Context: an optimization exercise on an open-source flow, tuned for small area and a short achievable clock period. The choices shown serve that exercise and are no tape-out recipe. The RTL was checked by simulation tests, not by an equivalence proof against the original design.

==> design/flow/design.v <==
module rat_add_sub #(parameter WIDTH=32) (
        input clk,
        input rst,
        input enable_sub,
        input [WIDTH-1:0] l_num,
        input [WIDTH-1:0] l_den,
        input [WIDTH-1:0] r_num,
        input [WIDTH-1:0] r_den,
        output reg [WIDTH-1:0] s_num,
        output reg [WIDTH-1:0] s_den,
        output wire rdy_out
    );
    reg [WIDTH-1:0] temp_1;
    reg [WIDTH-1:0] temp_2;
    reg [WIDTH-1:0] temp_3;
    reg sub_1;
    reg reg_rdy_1a;
    reg reg_rdy_2a;
    assign rdy_out = reg_rdy_2a;
    always @(posedge clk) begin
        if (rst) begin
            reg_rdy_1a <= 0;
            reg_rdy_2a <= 0;
            temp_1 <= 0;
            temp_2 <= 0;
            temp_3 <= 0;
            sub_1 <= 0;
        end else begin
            temp_1 <= l_num * r_den;
            temp_2 <= l_den * r_num;
            temp_3 <= l_den * r_den;
            sub_1 <= enable_sub;
            reg_rdy_1a <= 1'b1;
            s_num <= temp_1 + ((sub_1) ? -temp_2 : temp_2);
            s_den <= temp_3;
            reg_rdy_2a <= reg_rdy_1a;
        end
    end
endmodule
==> design/flow/run.sh <==
#!/bin/bash
# synth_recipe.tcl (not shown) runs the flow's synth.tcl, then flattens the netlist and writes it again
# the make line also repeats each setting of config.mk as NAME=value (left out here)
make -C /OpenROAD-flow-scripts/flow DESIGN_CONFIG=/design/flow/config.mk WORK_HOME=/design/flow/orfs CLKGATE_MAP_FILE= SYNTH_SCRIPT=/design/flow/synth_recipe.tcl finish
==> design/flow/config.mk <==
export PLATFORM = sky130hd
export DESIGN_NAME = rat_add_sub
export DESIGN_NICKNAME = rat_add_sub
export VERILOG_FILES = /design/flow/design.v
export SDC_FILE = /design/flow/constraint.sdc
export NUM_CORES = 4
export LEC_CHECK = 0
export CAP_MARGIN = 20
export CORE_MARGIN = 2
export CORE_UTILIZATION = 40
export SLEW_MARGIN = 20
==> design/flow/constraint.sdc <==
create_clock -name core_clock -period 12.0 [get_ports {clk}]
set_input_delay 2.4000 -clock core_clock [delete_from_list [all_inputs] [get_ports {clk}]]
set_output_delay 2.4000 -clock core_clock [all_outputs]
set_load 0.01 [all_outputs]
==> notes.md <==
[final timing paths]
| path | cells past startpoint | start | to |
|---|---|---|---|
| min reg2reg | 0 | temp_3[2] | s_den[2] |
| max reg2reg | 14 | temp_2[5] | s_num[31] |
| min | 0 | temp_3[2] | s_den[2] |
| max | 23 | l_den[13] | temp_3[27] |
[layout by cell type, fill, tap and decap left out, types with 5 or more instances in the layout]
master,netlist,layout
sky130_fd_sc_hd__a211o_1,5,5
sky130_fd_sc_hd__a211oi_1,16,16
sky130_fd_sc_hd__a21o_1,42,42
sky130_fd_sc_hd__a21oi_1,99,99
sky130_fd_sc_hd__a31oi_1,8,8
sky130_fd_sc_hd__and2_1,825,825
sky130_fd_sc_hd__and3_1,12,12
sky130_fd_sc_hd__buf_2,0,29
sky130_fd_sc_hd__buf_4,0,82
sky130_fd_sc_hd__clkbuf_16,0,17
sky130_fd_sc_hd__clkdlybuf4s50_1,0,165
sky130_fd_sc_hd__dfxtp_1,99,99
sky130_fd_sc_hd__edfxtp_1,64,64
sky130_fd_sc_hd__fa_1,1225,1225
sky130_fd_sc_hd__ha_1,401,401
sky130_fd_sc_hd__inv_1,1184,1184
sky130_fd_sc_hd__nand2_1,813,813
sky130_fd_sc_hd__nand2b_1,19,19
sky130_fd_sc_hd__nand3_1,17,17
sky130_fd_sc_hd__nand4_1,15,15
sky130_fd_sc_hd__nor2_1,115,115
sky130_fd_sc_hd__nor2b_1,22,22
sky130_fd_sc_hd__nor3_1,20,20
sky130_fd_sc_hd__o211ai_1,6,6
sky130_fd_sc_hd__o21a_1,16,16
sky130_fd_sc_hd__o21ai_0,64,64
sky130_fd_sc_hd__o21bai_1,12,12
sky130_fd_sc_hd__o31ai_1,13,13
sky130_fd_sc_hd__or3_1,9,9
sky130_fd_sc_hd__xnor2_1,236,236
sky130_fd_sc_hd__xor2_1,69,69
[layout make-up]
| cell class | count | area, sq um | share of cell area [%] |
|---|---|---|---|
| multi-input cells | 4143 | 43800 | 76.3 |
| inverters | 1185 | 4450 | 7.75 |
| flip-flops and latches | 163 | 3900 | 6.80 |
| repair buffers | 277 | 2430 | 4.24 |
| well taps | 1755 | 2200 | 3.83 |
| clock buffers | 19 | 453 | 0.789 |
| clock inverters | 12 | 144 | 0.251 |
| diodes | 2 | 5.00 | 0.00872 |
[cell usage after synthesis (3+ instances only)]
master                         n  area share [%]
sky130_fd_sc_hd__nor2b_1      22            0.26
sky130_fd_sc_hd__fa_1       1225              46
sky130_fd_sc_hd__xor2_1       69             1.1
sky130_fd_sc_hd__a21boi_0      3           0.042
sky130_fd_sc_hd__nor4b_1       4           0.066
sky130_fd_sc_hd__o31ai_1      13            0.18
sky130_fd_sc_hd__and4_1        3           0.049
sky130_fd_sc_hd__o21bai_1     12            0.17
sky130_fd_sc_hd__and2_1      825             9.7
sky130_fd_sc_hd__a211oi_1     16            0.23
sky130_fd_sc_hd__and3_1       12            0.14
sky130_fd_sc_hd__a211o_1       5           0.082
sky130_fd_sc_hd__o211ai_1      6           0.084
sky130_fd_sc_hd__buf_1         3           0.021
sky130_fd_sc_hd__a2111oi_0     3           0.049
sky130_fd_sc_hd__a31oi_1       8           0.094
sky130_fd_sc_hd__nand3_1      17            0.16
sky130_fd_sc_hd__o41ai_1       4           0.066
sky130_fd_sc_hd__ha_1        401             9.4
sky130_fd_sc_hd__clkbuf_1    310             2.2
sky130_fd_sc_hd__xnor2_1     236             3.9
sky130_fd_sc_hd__o21ai_0      64            0.60
sky130_fd_sc_hd__nor3_1       20            0.19
sky130_fd_sc_hd__a21oi_1      99            0.93
sky130_fd_sc_hd__nor3b_1       4           0.056
sky130_fd_sc_hd__or3_1         9            0.11
sky130_fd_sc_hd__nand4_1      15            0.18
sky130_fd_sc_hd__dfxtp_1      99             3.7
sky130_fd_sc_hd__inv_1      1184             8.3
sky130_fd_sc_hd__edfxtp_1     64             3.6
sky130_fd_sc_hd__a41oi_1       4           0.066
sky130_fd_sc_hd__nand2_1     813             5.7
sky130_fd_sc_hd__nor2_1      115            0.81
sky130_fd_sc_hd__a21o_1       42            0.59
sky130_fd_sc_hd__o311ai_0      3           0.049
sky130_fd_sc_hd__o21a_1       16            0.23
sky130_fd_sc_hd__or3_4         4           0.084
sky130_fd_sc_hd__or4_1         4           0.056
sky130_fd_sc_hd__nand2b_1     19            0.22
[flip-flops by register name, indices dropped and copies added, names as in the netlist]
register    cells
reg_rdy_1a      1
reg_rdy_2a      1
s_den          32
s_num          32
sub_1           1
temp_1         32
temp_2         32
temp_3         32
[through the flow]
stage               area [sq um]  utilization (%)
floorplan                  53300                -
global placement           56800             43.0
detailed placement         56800             43.0
global route               57400             43.5
finish                     57400             43.5
CTS                        57400             43.5
[routing by layer]
metal / vias up / global-route usage, % / part of all wire (%)
met5: - / 0 / 0.042
met4: 10 / 6.07 / 2.9
met3: 194 / 2.47 / 5.5
met2: 1133 / 38.8 / 48
met1: 19900 / 31.6 / 43
li1: 16900 / - / -
[kinds of logic after synthesis]
group | Yosys count | synth area share [%]
AO/OA/AOI/OAI | 311 | 3.71
XOR/XNOR | 305 | 5.01
adder cells (fa/ha/maj) | 1626 | 55.4
buffers and inverters | 1498 | 10.5
flip-flops | 163 | 7.32
multiplexers | 2 | 0.0422
AND/OR/NAND/NOR | 1899 | 18.0
==> summary.md <==
The flow ran to the end and the layout has no timing, DRC or antenna violations. The logs give 0 for the final count of hold timing violations and 4 for the maximum level of the CTS H-tree. Across the run, the number of max-cap violations was 0.

In this run the worst path has a maximum fanout of 17. Yosys warning count: 1. The net count of the finished layout is 7,544.

For the relative slew slack, the log shows 21.2%. Buffers inserted to repair hold after CTS numbered 0. The number of setup buffers added after CTS is 0. The number of nets with antenna violations after routing came out at 0. OpenSTA, run right after detailed placement, puts the worst setup slack at 1080 ps. Counting tap cells, the placed design contains a total of 7,523 instances. Relative to the synthesized area, the layout overhead comes to 7.61%.

Cells with a size suffix above 1 make up 2.76% of the layout. The signal on the critical path passes through clkdlybuf4s50_1, buf_4, and2_1, fa_1, fa_1, fa_1, inv_1, fa_1, inv_1, fa_1, fa_1, fa_1, fa_1, ha_1, and4_1, a211oi_1, nand3_1, nor3_1, nor2_1, a21o_1, a21oi_1, xnor2_1, nor2_1. The most used flip-flop cell after synthesis is sky130_fd_sc_hd__dfxtp_1. In the post-route analysis, the smallest setup slack over all paths is 1630 ps.

The width of the chip was 369 um. For this block, the initial DRC count from the detailed router was 2,473. For this run, the number of standard cells in the final layout without fillers is 7,556. For this run, the total global-route usage over all layers was measured as 23.0%.

STA classifies the critical path startpoint as a primary input. The logs give 38,200 for the total via count after detailed routing and 0 for the remaining design rule violation count. Counting the fill cells in the layout gives 12,800. The tree is rooted in a sky130_fd_sc_hd__clkbuf_16. The synthesized flop and latch total works out to 163. At the pin with the least slew margin, the transition time is 1180 ps.

The die is 369 um tall. The clock passes through at most 2 buffers. Data arrives at the worst endpoint at 10,710 ps. The count of flip-flops with a built-in enable after synthesis is 64. In this run the standard cell core region covers 0.132 sq mm.

In this run, post-CTS repair resized a total of 0 instances. The required time of the critical path is 12,340 ps, and the via count of the first global-routing pass is 41,500. The share of flip-flops with an asynchronous set or reset after synthesis came out at 0%.

The total wire length after detailed routing is 151,000 um. After clock tree synthesis, the clock-pin slew on the worst setup and hold paths is 70 ps.

The run gives 480 ps as the clock latency of the later-clocked register in the worst-skew pair. The post-layout minimum cycle time came out at 10,370 ps. Slowest stage cell on the critical path: sky130_fd_sc_hd__clkdlybuf4s50_1.

CTS saw 163 sinks. The gate count after technology mapping came out at 5,804. After legalization and detailed placement, the total HPWL measured 121,000 um.

Summed over all layers, the global routing overflow is 0. The summed negative setup slack over all endpoints is 0 ps. The average vias per placed instance is 5.06, and the number of top-level pins is 196.

The largest net degree at the start of global routing came out at 76. For this run, the top clock speed supported by timing is 0.0964 GHz. The global placer's final weighted congestion was 0.892. The cell repeated most along the worst path was sky130_fd_sc_hd__fa_1.

The max-slew violation total from the final report was 0; the starting utilization of the core area was 40.4%. The share of the clock period used by the worst path after layout is 86.4%, and the delay of the slowest critical-path stage is 1170 ps. Setup violations remaining at the end of the flow were counted as 0. The logs give 133 for the number of standard-cell rows in the floorplan and 242,000 um for the wire length of the first global-routing pass. Among cell families on the critical path, the largest total delay comes from adder cells. The final setup skew came out at 13.1 ps. The run gives 0.0533 sq mm as the synthesized area. Post-route worst hold slack: 404 ps. The critical path is of the in2reg type. The first detailed-routing pass took 5 iterations.

The die covers 0.136 sq mm. STA classifies the critical path endpoint as a flip-flop. Counting both buffers and inverters, the worst setup path holds a total of 4. The number of different library cells used by synthesis comes to 61. Synthesized netlist net count: 7,561. The initial antenna violation count is 8. The setup slack on the worst flop-to-flop path is 6760 ps. Setup repair after global routing left no endpoint under its margin. After detailed routing, the average wire length per cell comes to 19.9 um. The post-synthesis average cell area was 9.19 sq um; the post-synthesis sequential area ratio was 7.32%. The type of the most critical hold path was reg2reg.

In this run, CTS created clock tree buffers numbering 17. During placement, the flow inserted port buffers numbering 195. TritonCTS built the clock tree.

-- afterwards: timing with drivers on the ports --
No port has a modelled driver above. Below, the same layout with a new extraction and two added sets of constraints.
Step 1 sets driving cells, clkbuf_16 on the clock port and buf_2 on the other inputs (assumed; they add their load-dependent delay and slew).
Step 2 moves the port delays by t, midway between the first and last clock arrival at a register: inputs arrive t later, outputs are due t later. That takes back most of the time a late clock gives input paths.
a / b / c = no drivers / after step 1 / after step 2; a / b = the first two.
t (ns): 0.528
setup WS [ns]: 1.632 / 1.655 / 1.128
worst setup path at the end: input to register
cell pins on the clock port's net: 1
After both steps this run still meets setup and hold. For this run, drivers alone change the setup slack by +0.023 ns; drivers and shift together by -0.504 ns.
